This is an optimization exercise on Yosys and OpenROAD, whose aim is small area, not a production implementation. Function was checked by simulation only, so behaviour that the tests miss may differ from the original. Power is estimated from default activity; no workload was simulated.

==> design/flow/design.v <==
`timescale 1ns / 1ps
module SpeedM(
	clk120,
	rst_n,
	Hall_a,
	Hall_b,
	Hall_c,
	Speed_Value,
	sv_h,
	time_sv
    );
input clk120,rst_n;
input Hall_a,Hall_b,Hall_c;
output [30:0] Speed_Value;
output [31:0] sv_h;
output reg [30:0] time_sv;
wire hallwave = (Hall_a ^ Hall_b) ^ Hall_c;
reg hallwave1, hallwave2, hallwave3, hallwave4;
always @(posedge clk120 or negedge rst_n)
  if (!rst_n) begin
    hallwave1 <= 1'b0;
    hallwave2 <= 1'b0;
    hallwave3 <= 1'b0;
    hallwave4 <= 1'b0;
  end else begin
    hallwave1 <= hallwave;
    hallwave2 <= hallwave1;
    hallwave3 <= hallwave2;
    hallwave4 <= hallwave3;
  end
wire hallwave_pn = hallwave4 ^ hallwave3;
localparam SV_IDLE_PN = 2'd0, WT_POS_PN = 2'd1, WT_POS2_PN = 2'd2, SpeedZero_PN = 2'd3;
reg [17:0] SVCnt_PN;
reg [17:0] SVMema0, SVMema1;
reg        SV_EN_FLAG_PN;
reg [1:0]  SVstate_PN;
wire pn_timeout = (SVCnt_PN > 18'd240000);
always @(posedge clk120 or negedge rst_n)
  if (!rst_n) begin
    SVCnt_PN <= 18'd0;
    SVMema0 <= 18'd0;
    SV_EN_FLAG_PN <= 1'b0;
    SVstate_PN <= SV_IDLE_PN;
  end else begin
    case (SVstate_PN)
      SV_IDLE_PN, WT_POS_PN: begin
        if (hallwave_pn) begin
          SVstate_PN <= (SVstate_PN == SV_IDLE_PN) ? WT_POS_PN : WT_POS2_PN;
          SVCnt_PN <= 18'd0;
        end else if (pn_timeout) begin
          SVstate_PN <= (SVstate_PN == SV_IDLE_PN) ? WT_POS_PN : SpeedZero_PN;
          SVCnt_PN <= 18'd0;
        end else
          SVCnt_PN <= SVCnt_PN + 1'b1;
      end
      WT_POS2_PN: begin
        if (hallwave_pn) begin
          SV_EN_FLAG_PN <= 1'b1;
          SVMema0 <= SVCnt_PN;
          SVCnt_PN <= 18'd0;
        end else if (pn_timeout) begin
          SVCnt_PN <= 18'd0;
          SVstate_PN <= SpeedZero_PN;
        end else
          SVCnt_PN <= SVCnt_PN + 1'b1;
      end
      default: begin
        SV_EN_FLAG_PN <= 1'b0;
        SVstate_PN <= SV_IDLE_PN;
      end
    endcase
  end
always @(posedge clk120)
  if (SVstate_PN == WT_POS2_PN && hallwave_pn)
    SVMema1 <= SVMema0;
reg        Filter_State;
reg [18:0] SpeedV;
always @(posedge clk120 or negedge rst_n)
  if (!rst_n) begin
    Filter_State <= 1'b0;
    SpeedV <= 19'd0;
  end else if (Filter_State) begin
    SpeedV <= {1'b0, SVMema0} + {1'b0, SVMema1};
    Filter_State <= 1'b0;
  end else if (SV_EN_FLAG_PN)
    Filter_State <= 1'b1;
  else
    SpeedV <= 19'd0;
assign Speed_Value = {12'd0, SpeedV};
localparam SV_IDLE_H = 2'd0, WT_NEG_H = 2'd1, WT_POS_H = 2'd2, WT_POS2_H = 2'd3;
reg [1:0]  SVstate_H;
reg [5:0]  cnt_count;    
reg        lapped;       
reg        first;        
reg        rep;          
reg        clr;          
reg [5:0]  runlen;       
reg [30:0] sv_h_cnt;     
reg [23:0] sv_hr;
reg [18:0] since;
wire last_pos  = (cnt_count == 6'd35);
wire run_on   = (runlen != 6'd0);    
wire run_full = (runlen == 6'd36);   
wire h_timeout = (SVstate_H != WT_POS2_H) ? (since > 19'd400009) :
                 !(first || rep || run_on) && (lapped ? (since > 19'd400007) : (since > 19'd400008));
always @(posedge clk120 or negedge rst_n)
  if (!rst_n) begin
    SVstate_H <= SV_IDLE_H;
    rep <= 1'b0;
  end else begin
    rep <= 1'b0;
    case (SVstate_H)
      SV_IDLE_H: SVstate_H <= WT_NEG_H;
      WT_NEG_H:  if (hallwave_pn || h_timeout) SVstate_H <= WT_POS_H;
      WT_POS_H: begin
        if (hallwave_pn) SVstate_H <= WT_POS2_H;
        else if (h_timeout) SVstate_H <= SV_IDLE_H;
      end
      default: begin
        if (hallwave_pn) begin
          if (last_pos || lapped) rep <= 1'b1;
        end else if (h_timeout)
          SVstate_H <= SV_IDLE_H;
      end
    endcase
  end
always @(posedge clk120) begin
  first <= 1'b0;
  clr <= (SVstate_H != WT_POS2_H);
  case (SVstate_H)
    SV_IDLE_H: begin
      cnt_count <= 6'd0;
      lapped <= 1'b0;
    end
    WT_POS_H:
      if (hallwave_pn) first <= 1'b1;
    WT_POS2_H:
      if (hallwave_pn) begin
        cnt_count <= last_pos ? 6'd0 : cnt_count + 1'b1;
        if (last_pos) lapped <= 1'b1;
        if (!(last_pos || lapped)) first <= 1'b1;
      end
    default: ;
  endcase
end
always @(posedge clk120)
  if (rep) begin
    if (!run_full) runlen <= runlen + 1'b1;
  end else
    runlen <= 6'd0;
localparam [18:0] MEMBER = 19'h7ffff;
reg [18:0] ring [0:35];
reg [23:0] wcnt;         
wire adv = (SVstate_H == WT_POS2_H) && hallwave_pn;    
wire        ring_we = first | rep;
wire [18:0] ring_wd = first ? since : (run_on ? MEMBER : since + 1'b1);
integer i;
always @(posedge clk120) begin
  if (adv) begin
    for (i = 0; i < 34; i = i + 1)
      ring[i] <= ring[i + 1];
    ring[34] <= ring_we ? ring_wd : ring[35];
    ring[35] <= ring[0];
  end else if (ring_we)
    ring[35] <= ring_wd;
end
reg [35:1] zt;
reg [5:0]  zc;
always @* begin
  zt[35] = 1'b0;
  zt[1] = &ring[1][18:16];
  for (i = 2; i < 35; i = i + 1)
    zt[i] = zt[i - 1] & (&ring[i][18:16]);
  zc = 6'd0;
  for (i = 1; i < 35; i = i + 1)
    if (zt[i] && !zt[i + 1])
      zc = zc | i;
end
wire        rd_member = &ring[0][18:16];
wire [23:0] rd_diff   = rd_member ? 24'd0 : {5'd0, ring[0]} + {18'd0, zc};
always @(posedge clk120) begin
  if (first && cnt_count == 6'd0)
    wcnt <= 24'd0;
  else if ((rep && runlen >= 6'd35) || run_full)
    wcnt <= 24'd0;
  else if (rep)
    wcnt <= wcnt + 1'b1 - rd_diff;
  else
    wcnt <= wcnt + 1'b1;
  if (SVstate_H != WT_POS2_H) begin
    if (SVstate_H == SV_IDLE_H || hallwave_pn || h_timeout)
      since <= 19'd1;
    else
      since <= since + 1'b1;
  end else if (first || (run_on && !rep))
    since <= 19'd1;
  else
    since <= since + 1'b1;
end
always @(posedge clk120 or negedge rst_n)
  if (!rst_n) begin
    sv_hr <= 24'd0;
    sv_h_cnt <= 31'd0;
    time_sv <= 31'd0;
  end else begin
    if (rep) begin
      sv_hr <= wcnt;
      time_sv <= sv_h_cnt;
    end else if (clr)
      sv_hr <= 24'd0;
    sv_h_cnt <= sv_h_cnt + 1'b1;
  end
assign sv_h = {8'd0, sv_hr};
endmodule
==> design/flow/flow/run.sh <==
#!/bin/bash
# The standard ORFS layout (standard.sh, with the standard synthesis
# unchanged) with three changes:
#  - after the floorplan, OpenROAD's restructure re-maps the combinational
#    logic for area (registers untouched), with a Liberty file that leaves out
#    the platform's don't-use cells;
#  - clock tree synthesis without dummy loads, larger sink clusters;
#  - port buffers of the smallest buffer cell.
# Each step's output goes to a log file in this folder (and ORFS's own logs).
set -euo pipefail
cd "$(dirname "$0")/.."
export CTS_ARGS="-sink_clustering_enable -repair_clock_nets -dont_use_dummy_load -sink_clustering_size 30 -sink_clustering_max_diameter 80 -buf_list sky130_fd_sc_hd__clkbuf_16"
export BUFFER_PORTS_ARGS="-buffer_cell sky130_fd_sc_hd__buf_1"
bash standard.sh floorplan > make_floorplan.log 2>&1
mkdir -p rsz_work
export RES=$PWD/orfs/results/sky130hd/SpeedM/base
export RSZ_WORK=$PWD/rsz_work
export RSZ_LIB=$PWD/rsz_work/lib_no_dont_use.lib
python3 flow/filter_lib.py "$FLOW_HOME/platforms/sky130hd/config.mk" \
  "$FLOW_HOME/platforms/sky130hd/lib/sky130_fd_sc_hd__tt_025C_1v80.lib" "$RSZ_LIB" > filter_lib.log 2>&1
openroad -no_init -exit flow/restructure.tcl > restructure.log 2>&1
rm -f "$RSZ_LIB"
bash standard.sh finish > make_finish.log 2>&1
==> design/flow/flow/filter_lib.py <==
"""Write a copy of a Liberty file without the platform's don't-use cells.

usage: python3 filter_lib.py PLATFORM_CONFIG_MK IN.lib OUT.lib
"""
import fnmatch
import re
import sys

cfg, src, dst = sys.argv[1:4]
text = open(cfg).read()
m = re.search(r'DONT_USE_CELLS \+= \\(.*?)\n\s*\n', text, re.S)
patterns = m.group(1).replace('\\', ' ').split()
lib = open(src).read()
out = []
pos = 0
dropped = 0
for cm in re.finditer(r'\n\s*cell\s*\(\s*"?([\w]+)"?\s*\)\s*\{', lib):
    if cm.start() < pos:
        continue
    name = cm.group(1)
    if not any(fnmatch.fnmatch(name, p) for p in patterns):
        continue
    # find the matching closing brace of this cell group
    depth = 0
    i = cm.end() - 1
    while True:
        c = lib[i]
        if c == '{':
            depth += 1
        elif c == '}':
            depth -= 1
            if depth == 0:
                break
        i += 1
    out.append(lib[pos:cm.start()])
    pos = i + 1
    dropped += 1
out.append(lib[pos:])
open(dst, 'w').write(''.join(out))
print(f"dropped {dropped} don't-use cells")
==> design/flow/flow/restructure.tcl <==
# Area recovery on the combinational logic of the floorplanned design:
# OpenROAD's restructure (ABC) re-maps the logic cones between registers;
# registers, ports and the floorplan are left as they are.
set plat $::env(FLOW_HOME)/platforms/sky130hd
set res $::env(RES)
read_liberty $plat/lib/sky130_fd_sc_hd__tt_025C_1v80.lib
read_db $res/2_floorplan.odb
read_sdc $res/2_floorplan.sdc
source $plat/setRC.tcl
report_design_area
restructure -target area -liberty_file $::env(RSZ_LIB) \
  -tielo_port sky130_fd_sc_hd__conb_1/LO -tiehi_port sky130_fd_sc_hd__conb_1/HI \
  -work_dir $::env(RSZ_WORK)
report_design_area
write_db $res/2_floorplan.odb
==> design/flow/standard.sh <==
#!/bin/bash
# synth_recipe.tcl (not shown) runs the flow's synth.tcl, then flattens the netlist and writes it again
# the make line also repeats each setting of config.mk as NAME=value (left out here)
make -C /OpenROAD-flow-scripts/flow DESIGN_CONFIG=/design/flow/config.mk WORK_HOME=/design/flow/orfs CLKGATE_MAP_FILE= SYNTH_SCRIPT=/design/flow/synth_recipe.tcl "${@:-finish}"
==> design/flow/config.mk <==
export PLATFORM = sky130hd
export DESIGN_NAME = SpeedM
export DESIGN_NICKNAME = SpeedM
export VERILOG_FILES = /design/flow/design.v
export SDC_FILE = /design/flow/constraint.sdc
export NUM_CORES = 4
export LEC_CHECK = 0
export CAP_MARGIN = 10
export CORE_MARGIN = 2
export CORE_UTILIZATION = 40
export CTS_BUF_LIST = sky130_fd_sc_hd__clkbuf_16
export CTS_CLUSTER_DIAMETER = 80
export CTS_CLUSTER_SIZE = 30
export GPL_TIMING_DRIVEN = 0
export SLEW_MARGIN = 10
==> design/flow/constraint.sdc <==
create_clock -name core_clock -period 8.0 [get_ports {clk120}]
set_input_delay 1.6000 -clock core_clock [delete_from_list [all_inputs] [get_ports {clk120}]]
set_output_delay 1.6000 -clock core_clock [all_outputs]
set_load 0.01 [all_outputs]
==> impl_metrics.csv, run 1 <==
group,metric,value,unit
detailed_routing,drtIter0Drc,1225,
power,leakage,11.8,nW
critical_path,slowest_stage,"or4_4",
die,core-area,83700,um2
sta,min_period,7.36,ns
global_route,grt_max_degree,68,
die,num_io_pins,99,
critical_path,path_common_cell,"nand2_1",
place,io_buffers,78,
global_route,grt_pass1_vias,15679,
cells_and_area,nets,2156,
yosys,syn_avg_cell_area,16.1,um2
die,die_w,295,um
global_route,gr-total-overflow,0,
cts,worstSkewPairLatency,0.60,ns
critical_path,path_buf_inv,3,
cells_and_area,final_common_cell,"edfxtp_1",
critical_path,regToRegStartpoint,"ring[22][18]",
cts,clk_pin_slew_worst_paths,0.11,ns
critical_path,crit_path_end_kind,"flop",
sta,setup_violations,0,
yosys,ys_ff_latch,912,
yosys,synth_edf_count,690,
sta,slew_headroom,0.369,
place,post_dp_cell_area,34100,um2
die,die_area,86800,um2
cells_and_area,layout_common_cells,"690 x edfxtp_1, 197 x clkinv_1, 151 x dfrtp_1",
cells_and_area,layout.area.seq,25900,um2
yosys,synth_ff_type,"edfxtp_1",
sta,worst_pin_slew,0.943,ns
critical_path,cp_max_fo,5,
sta,clock_skew,0.0535,ns
cts,numCtsBuffers,37,
critical_path,path_class,"reg -> reg",
cts,h-tree-depth,2,
die,start_util,0.404,
status,outcome,"no timing/DRC/antenna violations",
sta,final-hold-violation-count,0,
yosys,synth.cell_area,33800,um2
critical_path,setup.worst_path.start,"ring[22][18]",
detailed_routing,ant_nets,0,
critical_path,ff2ff_path_depth,44,
cells_and_area,fin_area,35300,um2
cts,hold_buffers,0,
critical_path,crit_arrival,7.87,ns
critical_path,cp.depth,44,
power,irDropWorstVdd,0.198,mV
sta,period_share,0.919,
critical_path,cp-endpoint,"wcnt[23]",
global_route,grt_pass1_wl,81.5,mm
worst_hold_path,hp-class,"reg -> reg",
detailed_routing,vias_per_cell,4.90,
detailed_routing,post-route-drc-count,0,
sta,max_freq,136,MHz
yosys,ys_seq_area_frac,0.767,
critical_path,r2r-end,"wcnt[23]",
flow_run,maxCapViolations,0,
yosys,synthArstFlopShare,0.167,
cells_and_area,multi_input_area,5210,um2
die,dieHeight,295,um
sta,maxSlewViolCount,0,
cts,cts_root_buf,"clkbuf_16",
place,dp.final_hpwl,33.0,mm
cts,clockBufferDepth,3,
critical_path,rrSetupSlack,0.64,ns
place,place.gp.congestion,0.787,
power,p_per_area,338,nW/um2
critical_path,cpPeakStageDelay,0.52,ns
cts,clock_sinks,912,
place,dp_cells,3237,
cells_and_area,finish.utilization,0.422,
cts,cts_tree,"built",
global_route,grtUsageTotal,0.115,
die,rows,106,
detailed_routing,wl,51.5,mm
cells_and_area,fillers,7387,
detailed_routing,vias,16078,
critical_path,worstPathRequired,8.52,ns
yosys,ys_warn_count,2,
yosys,synth_cell_type_count,74,
yosys,netlist_instances,2098,
cells_and_area,n_antenna_cell,0,
cells_and_area,area_growth,4.46,%
detailed_routing,wl_per_cell,15.7,um
cells_and_area,layout-drive-gt1-share,0.0554,
critical_path,start_kind,"flop",
global_route,antenna_found_initial,1,
critical_path,crit_family,"simple AND/OR/NAND/NOR gates",
cells_and_area,stdcell_count,3283,
detailed_routing,dr.pass1.iters,5,
cell type report:
class                      instances  area share
sequential                       912       0.735
inverter                         201      0.0215
buffer                             3    0.000319
timing repair buffer             120      0.0296
multi-input combinational        876       0.148
tap                             1134      0.0402
clock buffer                      37      0.0262
worst register-to-register path: cells and delay by family, from the launching register on:
kind	cells	cell delay (ns)
and+or+nand+nor	28	4.70
AOI/OAI and AO/OA	13	1.99
buffers and inverters	3	0.23
DFF	1	0.37
flip-flops by register name, summed over array words and instances, names as in the netlist, 2 cells and up:
register    cells
SpeedV         19
SVMema0        18
runlen          6
SVstate_H       2
time_sv        31
sv_h_cnt       31
SVCnt_PN       18
cnt_count       6
ring          684
sv_hr          24
since          19
wcnt           24
SVstate_PN      2
SVMema1        18
what timing repair did:
item	in CTS	in global routing
setup endpoints to repair	5	9
setup buffers	1	8
pin swaps	1	10
resized for setup	7	37
gates cloned	0	0
how the worst min path moves through the flow:
stage	start	endpoint	slack [ns]	cells past startpoint
global placement	hallwave2	hallwave3	0.34	0
floorplan	hallwave1	hallwave2	0.33	0
detailed placement	hallwave2	hallwave3	0.34	0
global route	hallwave2	hallwave3	0.38	0
CTS	hallwave2	hallwave3	0.36	0
finish	hallwave2	hallwave3	0.36	0
through the flow:
step	hold WS, ns	worst slack [ns]	power (mW)	setup TNS, ns
2_1_floorplan	0.331	-3.39	8.44	-2256.86
3_3_place_gp	0.338	-51.86	8.30	-
3_5_place_dp	0.338	-0.554	9.84	-1.44
4_1_cts	0.363	0.0415	12.0	0
5_1_grt	0.381	-0.0821	12.6	-0.0821
6_report	0.360	0.645	11.9	0
where the power goes:
part | switching, mW | leakage [nW] | total, mW | internal [mW]
registers | 0.486 | 9.02 | 7.26 | 6.78
clock network | 1.28 | 0.456 | 2.12 | 0.838
logic | 1.65 | 2.28 | 2.55 | 0.896
total | 3.42 | 11.8 | 11.9 | 8.51
cell usage after synthesis, types with 37 or more instances:
master	instances	area (um2)
mux2_2	65	732
inv_1	38	143
nand3_1	88	440
dfrtp_1	152	3800
and3_1	37	231
xor2_1	54	473
ha_1	64	801
o21ai_0	47	235
nor2_1	141	529
dfxtp_1	70	1400
a21oi_1	65	325
nand2_1	115	432
xnor2_1	72	631
edfxtp_1	690	20700
a22o_1	45	394
logic make-up after synthesis:
logic type | Yosys count | synth area share
mux | 69 | 0.0229
fa+ha+maj | 67 | 0.0255
xor+xnor | 126 | 0.0327
simple gates | 526 | 0.0778
buf+inv | 107 | 0.0144
compound gates | 289 | 0.0594
flops | 912 | 0.767
other cells | 2 | 0.000222
metal layers:
layer / share of wire / GRT usage
met1: 0.48 / 0.166
met2: 0.45 / 0.177
met3: 0.049 / 0.0227
met4: 0.020 / 0.0338
met5: 0 / 0
==> run 2, diff against run 1 <==
--- a/design/flow/design.v
+++ b/design/flow/design.v
@@ -102,6 +102,6 @@
 wire run_on   = (runlen != 6'd0);    
 wire run_full = (runlen == 6'd36);   
-wire h_timeout = (SVstate_H != WT_POS2_H) ? (since > 19'd400009) :
-                 !(first || rep || run_on) && (lapped ? (since > 19'd400007) : (since > 19'd400008));
+wire h_timeout = (SVstate_H != WT_POS2_H) ? (since > 19'd400008) :
+                 !(first || rep || run_on) && (since > 19'd400007);
 always @(posedge clk120 or negedge rst_n)
   if (!rst_n) begin
@@ -150,9 +150,9 @@
     runlen <= 6'd0;
 localparam [18:0] MEMBER = 19'h7ffff;
-reg [18:0] ring [0:35];
+reg [18:0] ring [0:34];
 reg [23:0] wcnt;         
 wire adv = (SVstate_H == WT_POS2_H) && hallwave_pn;    
 wire        ring_we = first | rep;
-wire [18:0] ring_wd = first ? since : (run_on ? MEMBER : since + 1'b1);
+wire [18:0] ring_wd = run_on ? MEMBER : since;
 integer i;
 always @(posedge clk120) begin
@@ -160,10 +160,9 @@
     for (i = 0; i < 34; i = i + 1)
       ring[i] <= ring[i + 1];
-    ring[34] <= ring_we ? ring_wd : ring[35];
-    ring[35] <= ring[0];
+    ring[34] <= ring_we ? ring_wd : ring[0];
   end else if (ring_we)
-    ring[35] <= ring_wd;
-end
-reg [35:1] zt;
+    ring[0] <= ring_wd;
+end
+reg [35:1] zt;    
 reg [5:0]  zc;
 always @* begin
@@ -178,5 +177,5 @@
 end
 wire        rd_member = &ring[0][18:16];
-wire [23:0] rd_diff   = rd_member ? 24'd0 : {5'd0, ring[0]} + {18'd0, zc};
+wire        bump = adv && last_pos && !lapped;
 always @(posedge clk120) begin
   if (first && cnt_count == 6'd0)
@@ -184,17 +183,19 @@
   else if ((rep && runlen >= 6'd35) || run_full)
     wcnt <= 24'd0;
-  else if (rep)
-    wcnt <= wcnt + 1'b1 - rd_diff;
+  else if (rep && !rd_member)
+    wcnt <= wcnt - {5'd0, ring[0]} - {18'd0, zc};
   else
     wcnt <= wcnt + 1'b1;
   if (SVstate_H != WT_POS2_H) begin
     if (SVstate_H == SV_IDLE_H || hallwave_pn || h_timeout)
-      since <= 19'd1;
+      since <= 19'd0;
     else
       since <= since + 1'b1;
-  end else if (first || (run_on && !rep))
+  end else if (first)
+    since <= {18'd0, bump};
+  else if (run_on && !rep)
     since <= 19'd1;
   else
-    since <= since + 1'b1;
+    since <= since + {bump, !bump};
 end
 always @(posedge clk120 or negedge rst_n)
--- a/design/flow/config.mk
+++ b/design/flow/config.mk
@@ -6,5 +6,5 @@
 export NUM_CORES = 4
 export LEC_CHECK = 0
-export CAP_MARGIN = 10
+export CAP_MARGIN = 20
 export CORE_MARGIN = 2
 export CORE_UTILIZATION = 40
@@ -13,3 +13,3 @@
 export CTS_CLUSTER_SIZE = 30
 export GPL_TIMING_DRIVEN = 0
-export SLEW_MARGIN = 10
+export SLEW_MARGIN = 20
==> run 2 against run 1 <==
Against the previous run: still clean; worst hold slack worse by 0.020 ns; largest power group unchanged; register-to-register slack better by 0.64 ns; largest cell class unchanged; core utilization up 0.10 points; worst setup slack better by 0.64 ns; wire length shrank 0.52%; clock power is 4% higher.
==> impl_metrics.csv, run 2 <==
group,metric,value,unit
status,outcome,"no timing/DRC/antenna violations",
cts,cts_tree,"built",
cts,cts_root_buf,"clkbuf_16",
place,dp.final_hpwl,34.1,mm
cells_and_area,final_common_cell,"edfxtp_1",
global_route,gr-total-overflow,0,
sta,hold-worst-slack,0.340,ns
critical_path,start_kind,"flop",
sta,rsz0062_at_grt,"false",
detailed_routing,ant_nets,0,
die,die_area,85300,um2
critical_path,path_class,"reg -> reg",
die,start_util,0.404,
cts,worstSkewPairLatency,0.61,ns
worst_hold_path,min_from,"ring[16][12]",
cts,clk_pin_slew_worst_paths,0.10,ns
detailed_routing,vias_per_cell,4.92,
detailed_routing,wl_per_cell,15.8,um
critical_path,path_common_cell,"nor2_1",
yosys,synth_cell_type_count,76,
cells_and_area,layout_common_cells,"671 x edfxtp_1, 211 x clkinv_1, 174 x nor2_1",
sta,setup_violations,0,
sta,period_share,0.840,
place,place.gp.congestion,0.827,
yosys,synth_largest_area_cell,"edfxtp_1",
sta,min_period,6.72,ns
cells_and_area,regMostFlops,"ring",
sta,slew_headroom,0.320,
detailed_routing,vias,15981,
global_route,antenna_found_initial,5,
yosys,synthArstFlopShare,0.170,
worst_hold_path,hp-class,"reg -> reg",
critical_path,cp_max_fo,4,
critical_path,setup.worst_path.start,"ring[1][17]",
cts,clockBufferDepth,3,
critical_path,worstPathRequired,8.44,ns
die,core-area,82100,um2
critical_path,crit_path_end_kind,"flop",
global_route,grtUsageTotal,0.118,
yosys,syn_avg_cell_area,15.6,um2
yosys,netlist_instances,2126,
yosys,synth.cell_area,33200,um2
critical_path,slowest_stage,"edfxtp_1",
yosys,ys_seq_area_frac,0.764,
power,p_per_area,347,nW/um2
cts,post_cts_buffers,0,
die,dieHeight,292,um
sta,worst_pin_slew,1.02,ns
cells_and_area,area_growth,4.56,%
die,num_io_pins,99,
yosys,yosys-top-cells-count,"671 x edfxtp_1, 152 x dfrtp_1, 147 x nor2_1, 117 x nand2_1, 94 x inv_1",
detailed_routing,wl,51.2,mm
yosys,ys_warn_count,2,
global_route,grt_pass1_vias,15600,
critical_path,regToRegStartpoint,"ring[1][17]",
sta,final-hold-violation-count,0,
critical_path,crit_family,"simple AND/OR/NAND/NOR gates",
detailed_routing,drtIter0Drc,1133,
power,finalPower,12.0,mW
die,rows,105,
cells_and_area,layout-drive-gt1-share,0.0391,
cts,hold_buffers,0,
cells_and_area,reg_top3,"ring x665, sv_h_cnt x31, time_sv x31",
die,die_w,292,um
cts,cts_resized,0,
cts,numCtsBuffers,41,
critical_path,cpPeakStageDelay,0.44,ns
critical_path,rrSetupSlack,1.28,ns
yosys,synth.area.top_cells,"edfxtp_1 61%, dfrtp_1 11%, dfxtp_1 4.2%, ha_1 2.8%, mux2_2 2.1%",
place,io_buffers,78,
critical_path,path_buf_inv,3,
global_route,grt_pass1_wl,82.5,mm
detailed_routing,post-route-drc-count,0,
power,leakage,11.8,nW
cts,h-tree-depth,2,
yosys,synth_ff_type,"edfxtp_1",
power,irDropWorstVdd,0.166,mV
flow_run,maxCapViolations,0,
cells_and_area,largest_reg_flops,665,
yosys,synth_most_common_cell,"edfxtp_1",
detailed_routing,dr.pass1.iters,7,
cts,clock_sinks,893,
global_route,grt_max_degree,60,
critical_path,crit_arrival,7.16,ns
sta,maxSlewViolCount,0,
yosys,synth_edf_count,671,
sta,max_freq,149,MHz
sta,clock_skew,0.105,ns
yosys,synth_top_area_share,0.607,
yosys,ys_ff_latch,893,
cells_and_area,nets,2183,
==> run 2: routing by layer <==
layer | track usage | routed length [um] | vias to the layer above
li1 | - | - | 7727
met1 | 0.173 | 25400 | 7947
met2 | 0.185 | 23000 | 231
met3 | 0.0166 | 1590 | 76
met4 | 0.0336 | 1170 | 0
met5 | 0 | 0 | -
==> run 2: logic make-up (layout without fill, tap and decap cells) <==
logic type / after synthesis / count (layout) / synth area share
XOR/XNOR: 94 / 19 / 0.0248
AO/OA/AOI/OAI: 323 / 452 / 0.0613
adder cells (fa/ha/maj): 82 / 0 / 0.0327
flip-flops: 893 / 893 / 0.764
multiplexers: 72 / 1 / 0.0242
other: 1 / 41 / 0.000113
AND/OR/NAND/NOR: 498 / 400 / 0.0726
buffers and inverters: 163 / 371 / 0.0208
==> run 2: worst reg2reg max path: cells and delay by family, from the launching register on <==
family	cells	cell delay [ns]
simple gates	20	2.94
compound gates	12	2.88
flops	1	0.44
buf+inv	3	0.30
==> run 2: final cells by class <==
type / instances / area, um2
plain buffers: 3 / 11.3
inverters: 212 / 797
well taps: 1070 / 1340
flip-flops and latches: 893 / 25400
repair buffers: 115 / 1070
diodes: 1 / 2.50
fillers: 7283 / 47400
multi-input cells: 912 / 5120
clock buffers: 41 / 1030
==> run 2: stage by stage <==
| stage | worst slack [ns] | util | setup TNS [ns] | instances | instance area [um2] |
|---|---|---|---|---|---|
| floorplan | -3.11 | - | -2006.37 | 2145 | 33300 |
| global placement | -52.25 | 0.400 | - | 3168 | 32900 |
| detailed placement | 1.32 | 0.410 | 0 | 3205 | 33700 |
| CTS | 1.26 | 0.423 | 0 | 3246 | 34700 |
| global route | 0.417 | 0.423 | 0 | 3246 | 34700 |
| finish | 1.28 | 0.423 | 0 | 3247 | 34700 |
==> run 2: worst paths after layout <==
path	to	cells after the start
max reg2reg	wcnt[21]	35
min reg2reg	ring[15][12]	0
max in group asynchronous	time_sv[26]	4
min in group asynchronous	SpeedV[8]	1
min	ring[15][12]	0
max	wcnt[21]	35
==> run 2: power breakdown <==
part	switching (mW)	leakage [nW]	internal, mW
registers	0.548	9.09	6.72
clock network	1.29	0.505	0.921
logic	1.67	2.18	0.890
==> run 3, diff against run 2 <==
--- a/design/flow/design.v
+++ b/design/flow/design.v
@@ -95,11 +95,9 @@
 reg        rep;          
 reg        clr;          
-reg [5:0]  runlen;       
+reg        run_on;       
 reg [30:0] sv_h_cnt;     
 reg [23:0] sv_hr;
 reg [18:0] since;
 wire last_pos  = (cnt_count == 6'd35);
-wire run_on   = (runlen != 6'd0);    
-wire run_full = (runlen == 6'd36);   
 wire h_timeout = (SVstate_H != WT_POS2_H) ? (since > 19'd400008) :
                  !(first || rep || run_on) && (since > 19'd400007);
@@ -145,8 +143,5 @@
 end
 always @(posedge clk120)
-  if (rep) begin
-    if (!run_full) runlen <= runlen + 1'b1;
-  end else
-    runlen <= 6'd0;
+  run_on <= rep;
 localparam [18:0] MEMBER = 19'h7ffff;
 reg [18:0] ring [0:34];
@@ -177,9 +172,10 @@
 end
 wire        rd_member = &ring[0][18:16];
+wire        run_full = run_on && zt[34] && (rep || rd_member);
 wire        bump = adv && last_pos && !lapped;
 always @(posedge clk120) begin
-  if (first && cnt_count == 6'd0)
+  if (first && clr)                  
     wcnt <= 24'd0;
-  else if ((rep && runlen >= 6'd35) || run_full)
+  else if (run_full)
     wcnt <= 24'd0;
   else if (rep && !rd_member)
--- a/design/flow/flow/run.sh
+++ b/design/flow/flow/run.sh
@@ -6,5 +6,7 @@
 #    the platform's don't-use cells;
 #  - clock tree synthesis without dummy loads, larger sink clusters;
-#  - port buffers of the smallest buffer cell.
+#  - port buffers of the smallest buffer cell;
+#  - before ORFS's repair_design, location-clustered buffer trees for the
+#    high-fanout signal nets (flow/fanout_tree.tcl, an ORFS PRE_RESIZE hook).
 # Each step's output goes to a log file in this folder (and ORFS's own logs).
 set -euo pipefail
@@ -12,4 +14,5 @@
 export CTS_ARGS="-sink_clustering_enable -repair_clock_nets -dont_use_dummy_load -sink_clustering_size 30 -sink_clustering_max_diameter 80 -buf_list sky130_fd_sc_hd__clkbuf_16"
 export BUFFER_PORTS_ARGS="-buffer_cell sky130_fd_sc_hd__buf_1"
+export PRE_RESIZE_TCL="$PWD/flow/fanout_tree.tcl"
 bash standard.sh floorplan > make_floorplan.log 2>&1
 mkdir -p rsz_work
==> design/flow/flow/fanout_tree.tcl (new file) <==
# Buffer trees for the high-fanout signal nets, built before ORFS's own
# repair_design (which then fixes whatever is left): the loads of each net with
# at least 80 of them are split into clusters of at most 175 by recursive
# bisection of their locations, and each cluster gets one buffer placed at its
# centre. Clock nets are left to clock tree synthesis.
proc tree_bisect { items depth } {
  if { $depth == 0 || [llength $items] < 2 } { return [list $items] }
  set xs {}; set ys {}
  foreach it $items { lappend xs [lindex $it 0]; lappend ys [lindex $it 1] }
  set w [expr {[tcl::mathfunc::max {*}$xs] - [tcl::mathfunc::min {*}$xs]}]
  set h [expr {[tcl::mathfunc::max {*}$ys] - [tcl::mathfunc::min {*}$ys]}]
  set items [lsort -integer -index [expr {$w >= $h ? 0 : 1}] $items]
  set n [expr {[llength $items] / 2}]
  return [concat [tree_bisect [lrange $items 0 [expr {$n - 1}]] [expr {$depth - 1}]] \
                 [tree_bisect [lrange $items $n end] [expr {$depth - 1}]]]
}
set tree_nets {}
foreach net [get_nets *] {
  set loads {}
  set clock 0
  foreach pin [get_pins -of_objects $net] {
    if { [get_property $pin direction] != "input" } { continue }
    if { [get_property $pin lib_pin_name] == "CLK" } { set clock 1 }
    lappend loads $pin
  }
  if { !$clock && [llength $loads] >= 80 } { lappend tree_nets [list $net $loads] }
}
foreach entry $tree_nets {
  lassign $entry net loads
  set n [llength $loads]
  set depth 0
  while { $n > 175 * (1 << $depth) } { incr depth }
  set cell [expr {$n > 120 * (1 << $depth) ? "sky130_fd_sc_hd__buf_16" : "sky130_fd_sc_hd__buf_8"}]
  set items {}
  foreach pin $loads {
    lassign [[sta::sta_to_db_inst [get_cells -of_objects $pin]] getLocation] x y
    lappend items [list $x $y $pin]
  }
  set k 0
  foreach grp [tree_bisect $items $depth] {
    set pins {}; set sx 0; set sy 0
    foreach it $grp { lappend pins [lindex $it 2]; incr sx [lindex $it 0]; incr sy [lindex $it 1] }
    set cx [ord::dbu_to_microns [expr {$sx / [llength $grp]}]]
    set cy [ord::dbu_to_microns [expr {$sy / [llength $grp]}]]
    insert_buffer -buffer_cell $cell -net $net -load_pins $pins -location [list $cx $cy]
    incr k
  }
  puts "fanout tree: [get_full_name $net]: $n loads, $k x $cell"
}
==> run 3 against run 2 <==
Against the previous run: critical path type unchanged; via count decreased by 1.4%; total power shrank 1.0%; wire length up 0.51%; highest routed layer unchanged; final cell count down 3.0%; sequential power grew 1%; worst hold slack better by 0.0099 ns; largest power group unchanged; synthesized cell count shrank 2.4%.
==> impl_metrics.csv, run 3 <==
group,metric,value,unit
yosys,synth.area.top_cells,"edfxtp_1 61%, dfrtp_1 12%, dfxtp_1 4.0%, ha_1 2.7%, mux2_2 2.2%",
detailed_routing,ant_nets,0,
sta,maxSlewViolCount,0,
detailed_routing,wl,51.5,mm
sta,min_period,7.36,ns
die,core-area,81600,um2
global_route,grt_max_degree,168,
cells_and_area,layout_common_cells,"671 x edfxtp_1, 207 x clkinv_1, 159 x nor2_1",
yosys,synth_compound_area_frac,0.0607,
yosys,synth.cell_area,32800,um2
worst_hold_path,hp-class,"reg -> reg",
power,combPwrFrac,0.203,
status,outcome,"no timing/DRC/antenna violations",
die,die_area,84300,um2
power,irDropWorstVdd,0.194,mV
die,rows,105,
critical_path,worstPathRequired,8.51,ns
die,dieHeight,290,um
yosys,synth_xor_area_frac,0.0243,
cells_and_area,finish.utilization,0.415,
yosys,synth_ff_type,"edfxtp_1",
cts,clock_sinks,888,
yosys,synth_most_common_cell,"edfxtp_1",
critical_path,slowest_stage,"nor4_4",
cts,hold_buffers,0,
die,die_w,290,um
critical_path,start_kind,"flop",
critical_path,crit_arrival,7.87,ns
yosys,ys_seq_area_frac,0.770,
cells_and_area,n_antenna_cell,0,
die,num_io_pins,99,
cells_and_area,fin_area,33900,um2
cells_and_area,layout-drive-gt1-share,0.0298,
place,place.gp.congestion,0.876,
cts,cts_root_buf,"clkbuf_16",
sta,period_share,0.920,
critical_path,crit_path_end_kind,"flop",
yosys,synth_largest_area_cell,"edfxtp_1",
cts,post_cts_buffers,0,
die,start_util,0.402,
cts,worstSkewPairLatency,0.59,ns
yosys,synth_top_area_share,0.614,
critical_path,cp_max_fo,5,
detailed_routing,drtIter0Drc,1346,
detailed_routing,vias_per_cell,5.00,
cells_and_area,area_growth,3.28,%
yosys,synth_cell_type_count,71,
cts,clockBufferDepth,3,
power,p_per_area,352,nW/um2
sta,max_freq,136,MHz
power,seq_power_share,0.618,
place,post_dp_cell_area,32900,um2
detailed_routing,wl_per_cell,16.3,um
detailed_routing,post-route-drc-count,0,
yosys,yosys-top-cells-count,"671 x edfxtp_1, 152 x dfrtp_1, 151 x nor2_1, 119 x nand2_1",
yosys,synthAdderAreaFrac,0.0320,
cells_and_area,reg_top3,"ring x665, sv_h_cnt x31, time_sv x31",
cts,clk_pin_slew_worst_paths,0.11,ns
sta,rsz0062_at_grt,"false",
sta,tns,0,ns
global_route,gr-total-overflow,0,
yosys,ys_warn_count,2,
cells_and_area,final_common_cell,"edfxtp_1",
yosys,ys_ff_latch,888,
detailed_routing,vias,15752,
detailed_routing,dr.pass1.iters,5,
cells_and_area,nets,2086,
place,dp.final_hpwl,31.3,mm
sta,slew_headroom,0.279,
cells_and_area,regMostFlops,"ring",
cells_and_area,fillers,7241,
critical_path,path_class,"reg -> reg",
power,swShare,0.296,
sta,clock_skew,0.0545,ns
yosys,synth_edf_count,671,
cts,numCtsBuffers,38,
power,leakage,11.4,nW
global_route,grt_pass1_wl,81.4,mm
place,io_buffers,78,
cts,h-tree-depth,2,
flow_run,maxCapViolations,0,
cells_and_area,largest_reg_flops,665,
sta,final-hold-violation-count,0,
cts,cts_tree,"built",
yosys,syn_avg_cell_area,15.8,um2
critical_path,cpPeakStageDelay,0.47,ns
sta,setup_violations,0,
power,net-switching-power,3.53,mW
power,intPower,8.38,mW
sta,hold-worst-slack,0.350,ns
power,power_frac_clock,0.179,
yosys,synth_mux_area_frac,0.0223,
yosys,netlist_instances,2076,
global_route,grtUsageTotal,0.119,
yosys,synth_top_family_by_area,"simple AND/OR/NAND/NOR gates",
sta,worst_pin_slew,1.08,ns
yosys,synthArstFlopShare,0.171,
yosys,yosys.area_share.simple,0.0698,
global_route,antenna_found_initial,2,
global_route,grt_pass1_vias,15199,
[run 3: cell count changes after synthesis, sizes merged, moves of 6 or more]
cell | previous run | this run
mux2i | 7 | 0
nand3 | 70 | 83
xnor2 | 63 | 56
nand4 | 21 | 15
clkbuf | 45 | 38
a22o | 12 | 18
nor3 | 35 | 27
and3 | 38 | 23
[run 3: cell type report]
cell class                      instances  area [um2]  share of cell area
Buffer                                  3        11.3            0.000332
Multi-Input combinational cell        851        5000               0.148
Clock buffer                           38         951              0.0281
Sequential cell                       888       25300               0.746
Timing Repair Buffer                   91         529              0.0156
Inverter                              208         786              0.0232
Tap cell                             1070        1340              0.0395
[run 3: final timing paths]
kind	to	cells after the start	slack, ns	startpoint
max	wcnt[22]	28	0.64	ring[1][18]
min	hallwave3	0	0.35	hallwave2
max reg2reg	wcnt[22]	28	0.64	ring[1][18]
min reg2reg	hallwave3	0	0.35	hallwave2
max in group asynchronous	rep	2	5.91	rst_n
min in group asynchronous	sv_hr[22]	2	1.52	rst_n
[run 3: power by group through the flow]
stage,Sequential [mW],Clock [mW],Combinational [mW]
global placement,6.84,0,1.71
CTS,7.37,2.24,2.43
floorplan,6.61,0,2.13
finish,7.36,2.13,2.42
global route,7.50,2.38,2.70
detailed placement,7.44,0,2.42
[run 3: stage by stage]
step                      total power, mW  worst slack (ns)  instances
final                                11.9             0.642       3149
after global routing                 12.6          0.000402       3149
after CTS                            12.0             0.159       3149
after detailed placement             9.87            -0.115       3111
after global placement               8.55            -51.50       3098
after floorplan                      8.75             -3.11       2095
[run 3: kinds of logic after synthesis]
kind of cell | after synthesis
flops | 888
other cells | 1
fa+ha+maj | 79
mux | 65
simple gates | 481
buf+inv | 156
compound gates | 315
xor+xnor | 91
[run 3: critical path: cells and delay by family, from the launching register on]
kind / cells / cell delay [ns]
AOI/OAI and AO/OA: 15 / 3.98
and+or+nand+nor: 10 / 2.47
buffers and inverters: 3 / 0.37
DFF: 1 / 0.44
[run 3: timing repair]
action	CTS	global route
cloned	0	0
resized for setup	1	3
endpoints found under the setup margin	3	8
[run 3: metal layers]
layer  track usage  routed length, um  vias up
met3        0.0208               2390       70
met4        0.0333               1030        0
met5             0                  0        -
met2         0.184              23200      320
li1              -                  -     7507
met1         0.173              24900     7855
==> run 4, diff against run 3 <==
--- a/design/flow/flow/run.sh
+++ b/design/flow/flow/run.sh
@@ -1,5 +1,5 @@
 #!/bin/bash
 # The standard ORFS layout (standard.sh, with the standard synthesis
-# unchanged) with three changes:
+# unchanged) with four changes:
 #  - after the floorplan, OpenROAD's restructure re-maps the combinational
 #    logic for area (registers untouched), with a Liberty file that leaves out
==> run 4 against run 3 <==
Against the previous run: still clean on timing, DRC and antenna; count of clock-buffer cells in the layout unchanged; flip-flop and latch count unchanged; synthesized cell count unchanged; first-iteration DRC count unchanged; final cell count unchanged; clock skew unchanged; largest power group unchanged.
==> impl_metrics.csv, run 4 <==
group,metric,value,unit
status,outcome,"no timing/DRC/antenna violations",
cells_and_area,layout-drive-gt1-share,0.0298,
global_route,grt_pass1_wl,81.4,mm
die,rows,105,
sta,slew_headroom,0.279,
yosys,syn_avg_cell_area,15.8,um2
worst_hold_path,min_from,"hallwave2",
cts,worstSkewPairLatency,0.59,ns
power,irDropWorstVdd,0.194,mV
place,place.gp.congestion,0.876,
detailed_routing,wl,51.5,mm
cts,cts_tree,"built",
critical_path,path_class,"reg -> reg",
detailed_routing,wl_per_cell,16.3,um
power,seq_power_share,0.618,
cts,clockBufferDepth,3,
cts,cts_root_buf,"clkbuf_16",
detailed_routing,drtIter0Drc,1346,
cells_and_area,layout_common_cells,"671 x edfxtp_1, 207 x clkinv_1, 159 x nor2_1",
global_route,antenna_found_initial,2,
power,combPwrFrac,0.203,
critical_path,slowest_stage,"nor4_4",
yosys,synth_ff_type,"edfxtp_1",
yosys,ys_ff_latch,888,
detailed_routing,post-route-drc-count,0,
global_route,grtUsageTotal,0.119,
power,p_per_area,352,nW/um2
die,num_io_pins,99,
yosys,synth.area.top_cells,"edfxtp_1 61%, dfrtp_1 12%, dfxtp_1 4.0%, ha_1 2.7%, mux2_2 2.2%",
sta,worst_pin_slew,1.08,ns
yosys,synth.cell_area,32800,um2
critical_path,start_kind,"flop",
die,core-area,81600,um2
yosys,netlist_instances,2076,
sta,maxSlewViolCount,0,
place,io_buffers,78,
sta,setup_violations,0,
cells_and_area,nets,2086,
yosys,synth_most_common_cell,"edfxtp_1",
global_route,grt_pass1_vias,15199,
yosys,synthArstFlopShare,0.171,
die,start_util,0.402,
place,dp_cells,3111,
flow_run,maxCapViolations,0,
cells_and_area,stdcell_count,3149,
cells_and_area,n_antenna_cell,0,
critical_path,regToRegStartpoint,"ring[1][18]",
critical_path,setup.worst_path.start,"ring[1][18]",
die,die_w,290,um
detailed_routing,met3RoutedLength,2.39,mm
detailed_routing,top_layer,"met4",
global_route,grt_max_degree,168,
sta,clock_skew,0.0545,ns
power,net-switching-power,3.53,mW
cts,clock_sinks,888,
cells_and_area,reg_top3,"ring x665, sv_h_cnt x31, time_sv x31",
critical_path,worstPathRequired,8.51,ns
sta,final-hold-violation-count,0,
critical_path,cp-endpoint,"wcnt[22]",
critical_path,cp_max_fo,5,
detailed_routing,dr.pass1.iters,5,
sta,period_share,0.920,
cts,h-tree-depth,2,
power,leakage,11.4,nW
critical_path,rrSetupSlack,0.64,ns
detailed_routing,vias_per_cell,5.00,
detailed_routing,ant_nets,0,
power,swShare,0.296,
sta,rsz0062_at_grt,"false",
cts,clk_pin_slew_worst_paths,0.11,ns
worst_hold_path,hp-class,"reg -> reg",
die,die_area,84300,um2
yosys,ys_seq_area_frac,0.770,
die,dieHeight,290,um
yosys,yosys-top-cells-count,"671 x edfxtp_1, 152 x dfrtp_1, 151 x nor2_1, 119 x nand2_1",
critical_path,r2r-end,"wcnt[22]",
critical_path,crit_path_end_kind,"flop",
global_route,gr-total-overflow,0,
yosys,synth_largest_area_cell,"edfxtp_1",
detailed_routing,wl_met2,23.2,mm
yosys,ys_warn_count,2,
power,intPower,8.38,mW
yosys,synth_top_area_share,0.614,
cells_and_area,finish.utilization,0.415,
cells_and_area,area_growth,3.28,%
sta,min_period,7.36,ns
yosys,synth_cell_type_count,71,
cells_and_area,largest_reg_flops,665,
detailed_routing,wl_met1,24.9,mm
power,power_frac_clock,0.179,
cts,post_cts_buffers,0,
cells_and_area,final_common_cell,"edfxtp_1",
critical_path,crit_arrival,7.87,ns
place,dp.final_hpwl,31.3,mm
detailed_routing,vias,15752,
yosys,synth_edf_count,671,
cells_and_area,regMostFlops,"ring",
sta,max_freq,136,MHz
cts,numCtsBuffers,38,
critical_path,ff2ff_path_depth,28,
critical_path,cpPeakStageDelay,0.47,ns
-- run 4: cell counts after synthesis --
Identical to the previous run, type by type.
-- run 4: cell type report --
cell class	count	area, um2
Tap cell	1070	1340
Buffer	3	11.3
Timing Repair Buffer	91	529
Fill cell	7241	47700
Sequential cell	888	25300
Inverter	208	786
Multi-Input combinational cell	851	5000
Clock buffer	38	951
-- run 4: power groups by stage --
stage               sequential, mW  clock, mW  combinational [mW]
floorplan                     6.61          0                2.13
global placement              6.84          0                1.71
detailed placement            7.44          0                2.42
CTS                           7.37       2.24                2.43
global route                  7.50       2.38                2.70
finish                        7.36       2.13                2.42
-- run 4: worst min path at each step --
stage                 to  slack (ns)  cells past startpoint
2_1_floorplan  hallwave2        0.33                      0
3_3_place_gp   hallwave2        0.34                      0
3_5_place_dp   hallwave2        0.33                      0
4_1_cts        hallwave3        0.35                      0
5_1_grt        hallwave3        0.36                      0
6_report       hallwave3        0.35                      0
-- run 4: critical path, delay by kind of cell (launching register included) --
family | cells | cell delay, ns
compound gates | 15 | 3.98
buf+inv | 3 | 0.37
flops | 1 | 0.44
simple gates | 10 | 2.47
-- run 4: through the flow --
step	power [mW]	worst slack (ns)	setup TNS, ns	hold WS [ns]	cell area, um2
after floorplan	8.75	-3.11	-2012.24	0.331	32900
after global placement	8.55	-51.50	-	0.336	32600
after detailed placement	9.87	-0.115	-0.142	0.335	32900
after CTS	12.0	0.159	0	0.347	33900
after global routing	12.6	0.000402	0	0.356	33900
final	11.9	0.642	0	0.350	33900
-- run 4: metal layers --
layer	vias to the layer above	global-route usage
met4	0	0.0333
met3	70	0.0208
met1	7855	0.173
met5	-	0
li1	7507	-
met2	320	0.184
-- run 4: cell families (layout without fill, tap and decap cells) --
logic type	Yosys count	after routing	share of synthesized area
DFF	888	888	0.770
other	1	40	0.000114
adders and majority gates	79	0	0.0320
muxes	65	0	0.0223
xor gates and xnor gates	91	16	0.0243
and+or+nand+nor	481	345	0.0698
buffers and inverters	156	340	0.0209
AOI/OAI and AO/OA	315	450	0.0607
-- run 4: what timing repair did --
action                     CTS  global route
resized for setup            1             3
hold buffers                 0             0
setup endpoints to repair    3             8
pin swaps                    0             0
==> run 5, diff against run 4 <==
--- a/design/flow/flow/run.sh
+++ b/design/flow/flow/run.sh
@@ -12,5 +12,5 @@
 set -euo pipefail
 cd "$(dirname "$0")/.."
-export CTS_ARGS="-sink_clustering_enable -repair_clock_nets -dont_use_dummy_load -sink_clustering_size 30 -sink_clustering_max_diameter 80 -buf_list sky130_fd_sc_hd__clkbuf_16"
+export CTS_ARGS="-sink_clustering_enable -repair_clock_nets -dont_use_dummy_load -sink_clustering_size 30 -sink_clustering_max_diameter 100 -buf_list sky130_fd_sc_hd__clkbuf_16"
 export BUFFER_PORTS_ARGS="-buffer_cell sky130_fd_sc_hd__buf_1"
 export PRE_RESIZE_TCL="$PWD/flow/fanout_tree.tcl"
--- a/design/flow/config.mk
+++ b/design/flow/config.mk
@@ -10,5 +10,5 @@
 export CORE_UTILIZATION = 40
 export CTS_BUF_LIST = sky130_fd_sc_hd__clkbuf_16
-export CTS_CLUSTER_DIAMETER = 80
+export CTS_CLUSTER_DIAMETER = 100
 export CTS_CLUSTER_SIZE = 30
 export GPL_TIMING_DRIVEN = 0
==> run 5 against run 4 <==
Against the previous run: worst hold slack gained 0.0090 ns; first-iteration DRC count rose by 1.9%; non-clock buffer count unchanged; area after synthesis stayed put; largest cell class unchanged; largest power group unchanged.
==> impl_metrics.csv, run 5 <==
group,metric,value,unit
yosys,synthArstFlopShare,0.171,
die,start_util,0.402,
cts,clk_pin_slew_worst_paths,0.11,ns
global_route,grtUsageTotal,0.118,
place,dp_cells,3111,
place,post_dp_cell_area,32900,um2
yosys,ys_seq_area_frac,0.770,
critical_path,regToRegStartpoint,"ring[1][16]",
place,dp.final_hpwl,31.3,mm
worst_hold_path,worstHoldEndpoint,"hallwave2",
critical_path,crit_path_end_kind,"flop",
power,seq_power_share,0.621,
detailed_routing,dr.pass1.iters,5,
die,core-area,81600,um2
place,place.gp.congestion,0.876,
sta,slew_headroom,0.252,
critical_path,cp_max_fo,5,
detailed_routing,wl_per_cell,16.3,um
power,intPower,8.34,mW
die,die_area,84300,um2
cts,clockBufferDepth,3,
detailed_routing,drtIter0Drc,1372,
sta,clock_skew,0.0755,ns
cells_and_area,fin_area,33800,um2
cts,numCtsBuffers,36,
detailed_routing,wl,51.4,mm
cts,cts_tree,"built",
die,die_w,290,um
global_route,gr-total-overflow,0,
power,p_per_area,350,nW/um2
global_route,grt_max_degree,168,
global_route,grt_pass1_vias,15185,
sta,setup_violations,0,
cells_and_area,final_common_cell,"edfxtp_1",
cts,cts_root_buf,"clkbuf_16",
sta,hold-worst-slack,0.359,ns
cells_and_area,layout_common_cells,"671 x edfxtp_1, 207 x clkinv_1, 159 x nor2_1",
sta,final-hold-violation-count,0,
cells_and_area,stdcell_count,3149,
critical_path,start_kind,"flop",
power,leakage,11.3,nW
power,power_frac_clock,0.175,
cells_and_area,reg_top3,"ring x665, sv_h_cnt x31, time_sv x31",
sta,min_period,7.38,ns
yosys,synth_cell_type_count,71,
power,finalPower,11.9,mW
critical_path,cpPeakStageDelay,0.47,ns
status,outcome,"no timing/DRC/antenna violations",
sta,worst_pin_slew,1.12,ns
sta,rsz0062_at_grt,"false",
die,num_io_pins,99,
cells_and_area,finish.utilization,0.415,
cells_and_area,largest_reg_flops,665,
yosys,synth_top_area_share,0.614,
yosys,synth.cell_area,32800,um2
cts,clock_sinks,888,
detailed_routing,vias,15750,
global_route,grt_pass1_wl,81.2,mm
worst_hold_path,hold_depth,0,
cells_and_area,regMostFlops,"ring",
power,irDropWorstVdd,0.204,mV
yosys,synth_largest_area_cell,"edfxtp_1",
cells_and_area,nets,2084,
cells_and_area,area_growth,3.14,%
yosys,synth_edf_count,671,
cells_and_area,layout-drive-gt1-share,0.0289,
yosys,yosys-top-cells-count,"671 x edfxtp_1, 152 x dfrtp_1, 151 x nor2_1, 119 x nand2_1",
detailed_routing,post-route-drc-count,0,
flow_run,maxCapViolations,0,
die,dieHeight,290,um
cts,h-tree-depth,2,
critical_path,r2r-end,"wcnt[22]",
power,net-switching-power,3.51,mW
yosys,synth.area.top_cells,"edfxtp_1 61%, dfrtp_1 12%, dfxtp_1 4.0%, ha_1 2.7%, mux2_2 2.2%",
critical_path,rrSetupSlack,0.62,ns
yosys,ys_warn_count,2,
sta,maxSlewViolCount,0,
detailed_routing,ant_nets,0,
die,rows,105,
yosys,netlist_instances,2076,
global_route,antenna_found_initial,2,
place,io_buffers,78,
sta,max_freq,136,MHz
critical_path,slowest_stage,"nor4_4",
yosys,synth_ff_type,"edfxtp_1",
critical_path,crit_arrival,7.88,ns
power,combPwrFrac,0.204,
yosys,synth_most_common_cell,"edfxtp_1",
critical_path,path_class,"reg -> reg",
power,swShare,0.297,
sta,period_share,0.922,
worst_hold_path,min_from,"hallwave1",
cts,worstSkewPairLatency,0.58,ns
worst_hold_path,hp-class,"reg -> reg",
critical_path,worstPathRequired,8.50,ns
yosys,syn_avg_cell_area,15.8,um2
critical_path,ff2ff_path_depth,28,
yosys,ys_ff_latch,888,
detailed_routing,vias_per_cell,5.00,
## run 5: cells by family after synthesis
family	synth area share
AO/OA/AOI/OAI	0.0607
XOR/XNOR	0.0243
adder cells (fa/ha/maj)	0.0320
buffers and inverters	0.0209
flip-flops	0.770
multiplexers	0.0223
other	0.000114
AND/OR/NAND/NOR	0.0698
## run 5: layout make-up
cell class	instances	area, um2
plain buffers	3	11.3
fillers	7247	47800
diodes	2	5.00
inverters	208	786
multi-input cells	851	5000
well taps	1070	1340
clock buffers	36	901
flip-flops and latches	888	25300
repair buffers	91	529
## run 5: worst max path at each step
stage                     slack [ns]  cells after the start          end          from
after CTS                       0.16                     28     wcnt[22]   ring[1][16]
final                           0.62                     28     wcnt[22]   ring[1][16]
after floorplan                -3.11                      5  ring[10][0]  SVstate_H[1]
after global routing           0.006                     28     wcnt[22]   ring[1][18]
after global placement        -51.50                     17    since[16]     hallwave3
after detailed placement       -0.11                     28     wcnt[22]   ring[1][18]
## run 5: through the flow
stage | setup slack (ns) | setup TNS, ns
floorplan | -3.11 | -2012.24
detailed placement | -0.115 | -0.142
global route | 0.00593 | 0
CTS | 0.159 | 0
global placement | -51.50 | -
finish | 0.621 | 0
## run 5: what timing repair did
action,4_1_cts,5_1_grt
hold buffers,0,0
gates cloned,0,0
gates resized for setup,1,3
buffers inserted,0,0
endpoints found under the setup margin,3,7
## run 5: layer usage
metal | wire [um] | up-vias | part of all wire | track usage
met1 | 24400 | 7850 | 0.48 | 0.171
met5 | 0 | - | 0 | 0
met3 | 2480 | 75 | 0.048 | 0.0213
met4 | 1160 | 0 | 0.023 | 0.0333
met2 | 23300 | 320 | 0.45 | 0.184
li1 | - | 7505 | - | -
## run 5: power by group through the flow
stage               Combinational (mW)  Clock, mW  Sequential, mW
global placement                  1.71          0            6.84
detailed placement                2.42          0            7.44
CTS                               2.43       2.19            7.37
floorplan                         2.13          0            6.61
global route                      2.69       2.32            7.50
finish                            2.42       2.07            7.36
## run 5: critical path: cells and delay by family (launching register included)
family	cells	cell delay, ns
simple gates	10	2.47
compound gates	15	4.00
buf+inv	3	0.37
flops	1	0.45
==> run 6, diff against run 5 <==
--- a/design/flow/design.v
+++ b/design/flow/design.v
@@ -148,15 +148,13 @@
 reg [23:0] wcnt;         
 wire adv = (SVstate_H == WT_POS2_H) && hallwave_pn;    
-wire        ring_we = first | rep;
+wire        ring_we = first | rep;                      
 wire [18:0] ring_wd = run_on ? MEMBER : since;
 integer i;
-always @(posedge clk120) begin
-  if (adv) begin
+always @(posedge clk120)
+  if (ring_we) begin
     for (i = 0; i < 34; i = i + 1)
       ring[i] <= ring[i + 1];
-    ring[34] <= ring_we ? ring_wd : ring[0];
-  end else if (ring_we)
-    ring[0] <= ring_wd;
-end
+    ring[34] <= ring_wd;
+  end
 reg [35:1] zt;    
 reg [5:0]  zc;
==> run 6 against run 5 <==
Against the previous run: still clean on timing, DRC and antenna; non-clock buffer count shrank 2; via count is 2.0% lower; sequential power up 19%; wire length decreased by 7.0%; final cell count shrank 1.3%; clock skew fell by 0.0074 ns; total power is 15% higher; area after synthesis grew 0.27%; worst setup slack improved by 0.096 ns; register-to-register slack better by 0.096 ns; critical path type unchanged; largest cell class unchanged.
==> impl_metrics.csv, run 6 <==
group,metric,value,unit
critical_path,crit_path_end_kind,"flop",
yosys,yosys-top-cells-count,"690 x edfxtp_1, 152 x dfrtp_1, 101 x nor2_1, 99 x nand2_1, 90 x nand3_1",
sta,clock_skew,0.0681,ns
cts,clockBufferDepth,3,
critical_path,path_class,"reg -> reg",
detailed_routing,wl,47.8,mm
yosys,synth_most_common_cell,"edfxtp_1",
sta,slew_headroom,0.374,
critical_path,worstPathRequired,8.52,ns
detailed_routing,drtIter0Drc,1362,
worst_hold_path,hp-class,"reg -> reg",
die,core-area,81700,um2
critical_path,start_kind,"flop",
cts,h-tree-depth,2,
sta,setup_violations,0,
detailed_routing,vias_per_cell,4.96,
cells_and_area,n_antenna_cell,0,
cells_and_area,nets,2046,
die,rows,105,
die,die_area,84500,um2
detailed_routing,dr.pass1.iters,5,
yosys,synth_ff_type,"edfxtp_1",
cts,numCtsBuffers,36,
sta,max_freq,137,MHz
yosys,synth_edf_count,690,
detailed_routing,ant_nets,0,
critical_path,slowest_stage,"nor4_1",
global_route,grt_pass1_wl,76.3,mm
detailed_routing,wl_per_cell,15.4,um
sta,period_share,0.910,
cts,cts_root_buf,"clkbuf_16",
yosys,synth_largest_area_cell,"edfxtp_1",
cells_and_area,largest_reg_flops,665,
sta,final-hold-violation-count,0,
cells_and_area,layout-drive-gt1-share,0.0270,
yosys,synth.cell_area,32900,um2
die,die_w,291,um
yosys,syn_avg_cell_area,16.3,um2
sta,min_period,7.28,ns
cts,post_cts_buffers,0,
die,start_util,0.402,
global_route,grtUsageTotal,0.109,
cells_and_area,final_common_cell,"edfxtp_1",
detailed_routing,post-route-drc-count,0,
cts,clock_sinks,888,
yosys,netlist_instances,2012,
critical_path,cpPeakStageDelay,0.53,ns
cts,cts_tree,"built",
critical_path,crit_arrival,7.81,ns
global_route,grt_max_degree,168,
place,dp_cells,3073,
cells_and_area,fillers,7312,
yosys,synth_cell_type_count,88,
power,leakage,11.5,nW
place,place.gp.congestion,0.798,
critical_path,path_common_cell,"nor2_1",
yosys,ys_seq_area_frac,0.774,
cts,clk_pin_slew_worst_paths,0.11,ns
cts,hold_buffers,0,
sta,tns,0,ns
yosys,ys_warn_count,2,
sta,rsz0062_at_grt,"false",
flow_run,maxCapViolations,0,
die,dieHeight,291,um
cells_and_area,layout_common_cells,"690 x edfxtp_1, 186 x nor2_1, 167 x clkinv_1",
place,dp.final_hpwl,29.4,mm
sta,worst_pin_slew,0.937,ns
yosys,ys_ff_latch,888,
sta,maxSlewViolCount,0,
global_route,antenna_found_initial,0,
place,io_buffers,78,
power,irDropWorstVdd,0.404,mV
cells_and_area,area_growth,2.54,%
global_route,gr-total-overflow,0,
yosys,synth_top_area_share,0.630,
yosys,synthArstFlopShare,0.171,
cts,worstSkewPairLatency,0.57,ns
cells_and_area,stdcell_count,3109,
yosys,synth.area.top_cells,"edfxtp_1 63%, dfrtp_1 12%, dfxtp_1 2.8%, ha_1 2.7%, mux2_2 1.5%",
die,num_io_pins,99,
global_route,grt_pass1_vias,15023,
cells_and_area,reg_top3,"ring x665, sv_h_cnt x31, time_sv x31",
detailed_routing,vias,15430,
cells_and_area,regMostFlops,"ring",
power,p_per_area,406,nW/um2
critical_path,cp_max_fo,4,
status,outcome,"no timing/DRC/antenna violations",
run 6: cell count changes after synthesis, moves of 19 or more:
cell,previous run,this run
a21oi_1,82,54
a22o_1,17,38
mux2_2,65,45
edfxtp_1,671,690
dfxtp_1,65,46
nor2_1,151,101
o21ai_0,88,42
nand2_1,119,99
run 6: layout make-up:
| type | instances | area (um2) | share of cell area |
|---|---|---|---|
| Timing Repair Buffer | 89 | 515 | 0.0153 |
| Multi-Input combinational cell | 855 | 4880 | 0.145 |
| Clock buffer | 36 | 901 | 0.0267 |
| Buffer | 3 | 11.3 | 0.000334 |
| Sequential cell | 888 | 25400 | 0.755 |
| Tap cell | 1070 | 1340 | 0.0397 |
| Inverter | 168 | 632 | 0.0187 |
run 6: cells by family after synthesis:
logic type	Yosys count	share of synthesized area
AO/OA/AOI/OAI	301	0.0644
adder cells (fa/ha/maj)	79	0.0319
multiplexers	50	0.0170
other	1	0.000114
flip-flops	888	0.774
AND/OR/NAND/NOR	470	0.0721
XOR/XNOR	81	0.0216
buffers and inverters	142	0.0193
run 6: power breakdown:
part / internal (mW) / leakage, nW / total, mW / switching, mW
sequential: 8.00 / 9.03 / 8.78 / 0.784
combinational: 0.825 / 2.08 / 2.83 / 2.01
clock: 0.817 / 0.444 / 2.07 / 1.25
run 6: routing by layer:
layer,routed length (um),up-vias,GRT usage
met5,0,-,0
met2,22600,325,0.175
met3,2090,62,0.0177
met1,22200,7682,0.153
met4,937,0,0.0307
li1,-,7361,-
run 6: metrics by stage:
| step | setup WS (ns) | utilization | hold slack [ns] | cell area, um2 | power (mW) |
|---|---|---|---|---|---|
| finish | 0.717 | 0.413 | 0.365 | 33700 | 13.7 |
| global route | 0.0319 | 0.413 | 0.361 | 33700 | 14.5 |
| CTS | 0.341 | 0.412 | 0.366 | 33700 | 13.9 |
| detailed placement | -0.0321 | 0.401 | 0.356 | 32800 | 11.7 |
| global placement | -16.33 | 0.398 | 0.338 | 32500 | 9.30 |
| floorplan | 1.68 | - | 0.331 | 33000 | 9.75 |
run 6: timing repair:
item                                    CTS  global route
endpoints found under the setup margin    1             5
hold endpoints to repair                  0             0
resized for setup                         1             2
run 6: final timing paths:
kind	startpoint	end	slack, ns	depth (start not counted)
max	ring[10][18]	wcnt[19]	0.72	30
min	hallwave2	hallwave3	0.37	0
max reg2reg	ring[10][18]	wcnt[19]	0.72	30
min reg2reg	hallwave2	hallwave3	0.37	0
max in group asynchronous	rst_n	SpeedV[9]	5.78	2
min in group asynchronous	rst_n	sv_h_cnt[2]	1.57	2
run 6: critical path, delay by kind of cell, from the launching register on:
kind | cells | cell delay [ns]
flip-flops | 1 | 0.38
AND/OR/NAND/NOR | 19 | 4.26
AO/OA/AOI/OAI | 9 | 2.23
buffers and inverters | 2 | 0.36

[afterwards: timing with drivers on the ports]
Ports are ideal in the flow. The routed layouts listed here were re-timed in OpenROAD.
Step 1 assumes that a clkbuf_16 drives the clock port and a buf_2 every other input.
Step 2 times the ports against the registers' clock, not the clock port: input delays grow and output delays shrink by t, the midpoint of the rising clock arrivals with the driver on.
Slacks: ideal ports / drivers / drivers and shift; pairs: ideal ports / drivers.
| run | t (ns) | setup WS [ns] | hold WS [ns] | cell pins on the clock port's net |
|---|---|---|---|---|
| run 1 | 0.633 | 0.645 / 0.645 / 0.645 | 0.360 / 0.360 / 0.360 | 1 |
| run 2 | 0.617 | 1.282 / 1.282 / 1.282 | 0.340 / 0.340 / 0.340 | 1 |
| run 3 | 0.627 | 0.642 / 0.642 / 0.642 | 0.350 / 0.350 / 0.350 | 1 |
| run 4 | 0.627 | 0.642 / 0.642 / 0.642 | 0.350 / 0.350 / 0.350 | 1 |
| run 5 | 0.607 | 0.621 / 0.621 / 0.621 | 0.359 / 0.359 / 0.359 | 1 |
| run 6 | 0.594 | 0.717 / 0.717 / 0.717 | 0.365 / 0.365 / 0.365 | 1 |
After both steps every run listed still meets setup and hold.
